This design comes from an exercise in tuning for small area, a short achievable clock period and few clock cycles on the open sky130 flow, not from production work.
Function was checked by simulation only, so behaviour that the tests miss may differ from the original.
No driver is modelled on the clock port, so clock power and skew are understated where the tree is cut down; a real chip needs a root buffer or a tree.
Power and IR drop assume default switching activity.

== run 1 ==
Design wr_interconnect, start of the top module:
module wr_interconnect #
(
    parameter DATA_WIDTH = 8,
    parameter ADDR_WIDTH = 16
)
(
	input         			clk,
	input         			rst_n,
	input  [ADDR_WIDTH-1:0] m0_awaddr,
	input         			m0_awvalid,
	output        			m0_awready,
	input  [DATA_WIDTH-1:0] m0_wdata,
	input         			m0_wvalid,
	output        			m0_wready,
	input  [ADDR_WIDTH-1:0] m1_awaddr,
	input         			m1_awvalid,
	output        			m1_awready,
	input  [DATA_WIDTH-1:0] m1_wdata,
	input         			m1_wvalid,
	output        			m1_wready,
	output [ADDR_WIDTH-1:0] mem_awaddr,
	output        			mem_awvalid,
	input         			mem_awready,
	output [DATA_WIDTH-1:0] mem_wdata,
	output        			mem_wvalid,
	input         			mem_wready
);
Size: about 220 flip-flops, about 86 I/O pins, roughly 7900 sq um of cells after synthesis.
export LEC_CHECK = 0
export CAP_MARGIN = 20
export CORE_MARGIN = 2
export CORE_UTILIZATION = 40
export SETUP_SLACK_MARGIN = 3.0
export SLEW_MARGIN = 20
create_clock -name core_clock -period 5.0 [get_ports {clk}]
run.sh (not shown) runs the stock make flow with config.mk's settings and CLKGATE_MAP_FILE= SYNTH_SCRIPT=/design/flow/synth_recipe.tcl, a recipe that flattens the netlist after the stock synthesis.
Testbench counts of run 1, summed over its fixed seeds: cycles 1,032.
Changes in run 2 relative to run 1:
Settings: setting CTS_BUF_LIST to sky130_fd_sc_hd__clkbuf_8 for the first time; setting CTS_CLUSTER_SIZE to 30 for the first time.
==> comparison <==
Changes observed in run 2 relative to run 1: internal power shows a reduction of 3.7%, share of the final layout cell area in sequential cells went up by 0.28 points, proportion of power drawn by combinational gates moved up, via count went up 2.2%, worst reg2reg path depth went up.
The inputs of run 3 differ from those of run 2 as listed below.
Settings: clearing CTS_CLUSTER_SIZE, which used to be 30; clearing CTS_BUF_LIST, which used to be sky130_fd_sc_hd__clkbuf_8; swapping 3.0 for 3.4 in SETUP_SLACK_MARGIN.
### Flow results
Overall routing resource usage (run 3 over run 2): increase, 0.73 points
Measured against run 2, the number of global-route vias before repair of run 3 comes out at 1.05 times the reference value.
There was hardly any difference in half-perimeter wire length after detailed placement between run 3 and run 2.
[compare] base=run 2 new=run 3: worst path arrival time was more or less identical; power share of the clock group saw a decrease; worst setup slack after placement went down; count of clock-buffer cells in the layout lower; combinational cell fraction of total power grew by 4.5 points.
Delta (run 3 minus run 2): utilization shows an increase of 3.0 points, time the final worst path needs with I/O delays and setup shows an increase of 0.0088 ns.

wr_interconnect, a different RTL version from the one above (not shown whole).
Size in the first run: ~410 cells after synthesis, ~230 flip-flops, ~86 I/O pins, roughly 6100 sq um of cells after synthesis.
## wr_interconnect
module wr_interconnect #
(
    parameter DATA_WIDTH = 8,
    parameter ADDR_WIDTH = 16
)
(
	input         			clk,
	input         			rst_n,
	input  [ADDR_WIDTH-1:0] m0_awaddr,
	input         			m0_awvalid,
	output        			m0_awready,
	input  [DATA_WIDTH-1:0] m0_wdata,
	input         			m0_wvalid,
	output        			m0_wready,
	input  [ADDR_WIDTH-1:0] m1_awaddr,
	input         			m1_awvalid,
	output        			m1_awready,
	input  [DATA_WIDTH-1:0] m1_wdata,
	input         			m1_wvalid,
	output        			m1_wready,
	output [ADDR_WIDTH-1:0] mem_awaddr,
	output        			mem_awvalid,
	input         			mem_awready,
	output [DATA_WIDTH-1:0] mem_wdata,
	output        			mem_wvalid,
	input         			mem_wready
);
==> flow/config.mk <==
export PLATFORM = sky130hd
export DESIGN_NAME = wr_interconnect
export DESIGN_NICKNAME = wr_interconnect
export VERILOG_FILES = /design/flow/design.v
export SDC_FILE = /design/flow/constraint.sdc
export NUM_CORES = 4
export LEC_CHECK = 0
export CAP_MARGIN = 20
export CORE_MARGIN = 2
export CORE_UTILIZATION = 25
export CTS_BUF_LIST = sky130_fd_sc_hd__clkbuf_4 sky130_fd_sc_hd__clkbuf_8 sky130_fd_sc_hd__clkbuf_16
export CTS_CLUSTER_DIAMETER = 100
export CTS_CLUSTER_SIZE = 30
export SETUP_SLACK_MARGIN = 3.0
export SLEW_MARGIN = 20
==> flow/constraint.sdc <==
create_clock -name core_clock -period 5.0 [get_ports {clk}]
set_input_delay 1.0000 -clock core_clock [delete_from_list [all_inputs] [get_ports {clk}]]
set_output_delay 1.0000 -clock core_clock [all_outputs]
set_load 0.01 [all_outputs]
standard.sh (not shown) runs the stock make flow with config.mk's settings and CLKGATE_MAP_FILE= SYNTH_SCRIPT=/design/flow/synth_recipe.tcl, a recipe that flattens the netlist after the stock synthesis.
==> flow/flow/run.sh <==
#!/bin/bash
set -euo pipefail
here=$(pwd)
bash standard.sh MATCH_CELL_FOOTPRINT=0 "BUFFER_PORTS_ARGS=-buffer_cell sky130_fd_sc_hd__buf_1" "CTS_ARGS=-sink_clustering_enable -repair_clock_nets -dont_use_dummy_load -sink_clustering_size 30 -sink_clustering_max_diameter 100 -buf_list sky130_fd_sc_hd__clkbuf_16" "POST_CTS_TCL=$here/flow/post_cts.tcl" finish > flow_standard.log 2>&1
==> flow/flow/post_cts.tcl <==
# Drop the H-tree's middle level: the root buffer then drives the leaf
# buffers directly, two buffers from the clock port to every register.
set mid {}
foreach inst [[ord::get_db_block] getInsts] {
  if {[regexp {^clkbuf_[1-9][0-9]*_[0-9]+__f_} [$inst getName]]} { lappend mid [$inst getName] }
}
puts "post_cts: removing [llength $mid] middle clock buffers: $mid"
if {[llength $mid]} {
  remove_buffers {*}$mid
  detailed_placement
  estimate_parasitics -placement
  report_clock_latency
}
Testbench counts at the start, summed over its fixed seeds: cycles 1,032.
Next try:
- CORE_UTILIZATION: 25 -> 40
- SETUP_SLACK_MARGIN: 3.0 -> 2.9
Worst hold slack loses 0.0071 ns.
Design area falls by a few percent.
Total power falls slightly.
Clock power decreases slightly.
Non-clock buffer count drops by 1.
Count of clock-buffer cells in the layout stays the same.
Setup slack gets worse by 0.081 ns.
Final cell count falls by about a fifth.
Sequential share of layout area goes up by 2.1 points.
Core utilization came out higher by 16 points.
Via count grows slightly.
Next try:
- SETUP_SLACK_MARGIN: 2.9 -> 3.0
After rerunning:
- The changed run produced a clean layout
- die area stays the same
- clock skew came out higher by 0.012 ns
- core utilization barely changes
- worst hold slack gains 0.0093 ns
- total power barely changes

what the ideal ports hide:
In the flow no input, the clock included, has a driving cell. The finished layouts below were timed again as built, in two steps.
Step 1 (the two cells are an assumption about what drives the block):
set clk [get_ports {clk}]
set_driving_cell -lib_cell sky130_fd_sc_hd__clkbuf_16 $clk
set_driving_cell -lib_cell sky130_fd_sc_hd__buf_2 [delete_from_list [all_inputs] $clk]
Step 2 also shifts input and output timing later by t, the mid clock arrival at the registers, as if the neighbouring blocks saw the same clock.
Slacks: ideal / step 1 / step 2; pairs: ideal / step 1.
run | shift t [ns] | setup WS [ns] | worst setup path at the end | clock arrival spread, ns | worst data-port slew with drivers (ns)
run 1 | 0.540 | 2.871 / 2.827 / 2.521 | input to register | 0.018 / 0.018 | 0.04
run 2 | 0.532 | 2.881 / 2.843 / 2.543 | input to register | 0.027 / 0.027 | 0.04
run 3 | 0.521 | 2.872 / 2.835 / 2.853 | input to register | 0.014 / 0.014 | 0.04
the first run of note 2 | 0.416 | 3.033 / 3.023 / 2.630 | input to register | 0.008 / 0.008 | 0.03
the second run of note 2 | 0.413 | 2.953 / 2.966 / 2.553 | input to register | 0.016 / 0.016 | 0.04
the third run of note 2 | 0.410 | 3.042 / 3.005 / 2.659 | input to register | 0.026 / 0.026 | 0.03
After both steps setup and hold are still met in every run listed. The setup slack of the first run of note 2, which loses most, moves by -0.010 ns with the drivers and by -0.403 ns with both steps.
